This is an optimization exercise on Yosys and OpenROAD, whose aim is small area, not a production implementation. In this exercise RTL edits were held to simulation tests only and were not proved equivalent to the original.

==> flow/design.v (excerpt) <==
module Lab1(
	input CLOCK_50,
	input RST,
	input KEY0,
	input [17:0] SW,
	output [6:0] HEX0,
	output [6:0] HEX1,
	output [6:0] HEX2
);
For scale: about 1500 cells after synthesis, roughly 13000 sq um of cells after synthesis.
clock: 160.0 ns
lec_check: 0
cap_margin: 20
core_margin: 2
core_utilization: 40
slew_margin: 20
synth_hierarchical: 1
synth_minimum_keep_size: 0
standard.sh (not shown) runs the stock make flow with config.mk's settings and CLKGATE_MAP_FILE= SYNTH_SCRIPT=/design/flow/synth_recipe.tcl, a recipe that flattens the netlist after the stock synthesis.
==> flow/flow/run.sh <==
#!/bin/bash
# Standard layout, with the glue logic of the standard synthesis remapped for area:
# 1. the standard synthesis (standard.sh), unchanged;
# 2. yosys re-reads its netlist, keeps every flip-flop, full adder, half adder and tie cell as it
#    is, turns the other cells back into logic and maps that logic again with an area-oriented
#    ABC script, and writes the netlist back in place of the synthesis result;
# 3. the rest of the standard layout (standard.sh finish) on that netlist.
set -euo pipefail
W=$PWD
R=$W/orfs/results/$FLOW_PLATFORM/Lab1/base
LIB=$FLOW_HOME/platforms/$FLOW_PLATFORM/lib/sky130_fd_sc_hd__tt_025C_1v80.lib
YOSYS=$FLOW_HOME/../tools/install/yosys/bin/yosys

bash standard.sh "$R/1_2_yosys.v" > $W/flow_synth.log 2>&1
cp "$R/1_2_yosys.v" $W/std_1_2_yosys.v

python3 $W/flow/comb_lib.py "$LIB" $W/comb.lib > $W/comb_lib.log 2>&1
$YOSYS -p "read_liberty -lib $LIB; read_liberty -overwrite $W/comb.lib; read_verilog $W/std_1_2_yosys.v; \
hierarchy -check -top $FLOW_TOP; flatten; opt_clean -purge; \
abc -liberty $LIB -dont_use *lpflow* -dont_use *probe* -script $W/flow/remap.abc; opt_clean -purge; \
write_verilog -noattr $W/remap_raw.v" > $W/flow_remap.log 2>&1
$YOSYS -p "read_liberty -lib $LIB; read_verilog $W/remap_raw.v; hierarchy -check -top $FLOW_TOP; \
hilomap -singleton -hicell sky130_fd_sc_hd__conb_1 HI -locell sky130_fd_sc_hd__conb_1 LO; \
insbuf -buf sky130_fd_sc_hd__buf_1 A X; splitnets; opt_clean -purge; check -assert; \
stat -liberty $LIB; write_verilog -noattr -noexpr -nohex -nodec $W/remap.v" > $W/flow_remap2.log 2>&1
cp $W/remap.v "$R/1_2_yosys.v"

bash standard.sh > $W/flow_layout.log 2>&1
cmp -s $W/remap.v "$R/1_2_yosys.v" || { echo "synthesis result was rebuilt" >&2; exit 1; }
Other scripts of this flow, unchanged in this note and not shown: flow/flow/comb_lib.py, flow/flow/remap.abc
The baseline went through all stages and came out clean.
==> next run, changes <==
- CTS_BUF_LIST: not set -> sky130_fd_sc_hd__clkbuf_4
- GPL_TIMING_DRIVEN: not set -> 0
After rerunning: Cell area shrinks by about 0.9%. First-iteration DRC count rises by about 0.8%. Hold slack improves by 0.0096 ns.
==> next run, changes <==
==> flow/flow/run.sh (replaced) <==
#!/bin/bash
# Standard layout with three changes:
# 1. after the standard synthesis (standard.sh, unchanged), the logic that does not feed the
#    HEX outputs (the generator's next-state logic) is remapped for area: yosys turns those cells
#    back into logic and maps it again with an area-oriented ABC script; every flip-flop, full
#    adder, half adder and tie cell, and all logic feeding the outputs, stay as synthesized;
# 2. port buffers are buf_1 instead of the default buffer cell;
# 3. clock tree from clkbuf_4/clkbuf_8 buffers, without dummy loads.
set -euo pipefail
W=$PWD
R=$W/orfs/results/$FLOW_PLATFORM/Lab1/base
LIB=$FLOW_HOME/platforms/$FLOW_PLATFORM/lib/sky130_fd_sc_hd__tt_025C_1v80.lib
YOSYS=$FLOW_HOME/../tools/install/yosys/bin/yosys

bash standard.sh "$R/1_2_yosys.v" > $W/flow_synth.log 2>&1
cp "$R/1_2_yosys.v" $W/std_1_2_yosys.v

python3 $W/flow/comb_lib.py "$LIB" $W/comb.lib > $W/comb_lib.log 2>&1
cat > $W/remap.ys <<EOF
read_liberty -lib $LIB
read_verilog $W/std_1_2_yosys.v
hierarchy -check -top $FLOW_TOP
select -set outcone o:* %ci*:-sky130_fd_sc_hd__dfxtp_1[D,CLK]
select -set keep t:sky130_fd_sc_hd__dfxtp_1 t:sky130_fd_sc_hd__fa_1 t:sky130_fd_sc_hd__ha_1 t:sky130_fd_sc_hd__conb_1
select -set gen t:* @outcone %d @keep %d
submod -name genlogic @gen
read_liberty -overwrite $W/comb.lib
flatten genlogic
opt_clean -purge genlogic
abc -liberty $LIB -dont_use *lpflow* -dont_use *probe* -script $W/flow/remap.abc genlogic
opt_clean -purge genlogic
read_liberty -lib -overwrite $LIB
flatten
opt_clean -purge
write_verilog -noattr $W/remap_raw.v
EOF
$YOSYS -s $W/remap.ys > $W/flow_remap.log 2>&1
$YOSYS -p "read_liberty -lib $LIB; read_verilog $W/remap_raw.v; hierarchy -check -top $FLOW_TOP; \
hilomap -singleton -hicell sky130_fd_sc_hd__conb_1 HI -locell sky130_fd_sc_hd__conb_1 LO; \
insbuf -buf sky130_fd_sc_hd__buf_1 A X; splitnets; opt_clean -purge; check -assert; \
stat -liberty $LIB; write_verilog -noattr -noexpr -nohex -nodec $W/remap.v" > $W/flow_remap2.log 2>&1
cp $W/remap.v "$R/1_2_yosys.v"

bash standard.sh \
  "BUFFER_PORTS_ARGS=-buffer_cell sky130_fd_sc_hd__buf_1" \
  "CTS_ARGS=-sink_clustering_enable -repair_clock_nets -dont_use_dummy_load -buf_list {sky130_fd_sc_hd__clkbuf_4 sky130_fd_sc_hd__clkbuf_8}" \
  finish > $W/flow_layout.log 2>&1
cmp -s $W/remap.v "$R/1_2_yosys.v" || { echo "synthesis result was rebuilt" >&2; exit 1; }
- CTS_BUF_LIST: sky130_fd_sc_hd__clkbuf_4 -> not set
- GPL_TIMING_DRIVEN: 0 -> not set
=> The new run produced a clean layout; maximum frequency stays flat; non-clock buffer count is lower by 23; setup slack got worse by 0.16 ns; area after synthesis climbs by 6.9%; cell count went down by 5.2%; register-to-register slack gets worse by 0.20 ns.

re-timing with driven ports:
The results above use ideal ports. As a check the final layouts listed here were re-extracted and re-timed, cells and wires unchanged. Step 1 (the two cells are an assumption about what drives the block):
set clk [get_ports {CLOCK_50}]
set_driving_cell -lib_cell sky130_fd_sc_hd__clkbuf_16 $clk
set_driving_cell -lib_cell sky130_fd_sc_hd__buf_2 [delete_from_list [all_inputs] $clk]
Step 2 times the ports against the registers' clock, not the clock port: input delays grow and output delays shrink by t, the midpoint of the rising clock arrivals with the driver on. Three values: ideal ports, drivers, drivers and shift; two values: the first two.
run | t (ns) | slack for setup (ns) | latest minus earliest clock arrival (ns) | worst register clock-pin slew, ns | worst slew at a driven data input, ns
the first run | 0.458 | 4.326 / 4.306 / 4.306 | 0.013 / 0.012 | 0.06 / 0.06 | 0.04
the second run | 0.546 | 3.623 / 3.597 / 3.597 | 0.018 / 0.018 | 0.11 / 0.11 | 0.06
the third run | 0.449 | 3.466 / 3.446 / 3.446 | 0.030 / 0.030 | 0.08 / 0.08 | 0.04
After both steps every run listed still meets setup and hold. For the second run, which loses most, drivers alone change the setup slack by -0.026 ns; drivers and shift together by -0.026 ns.
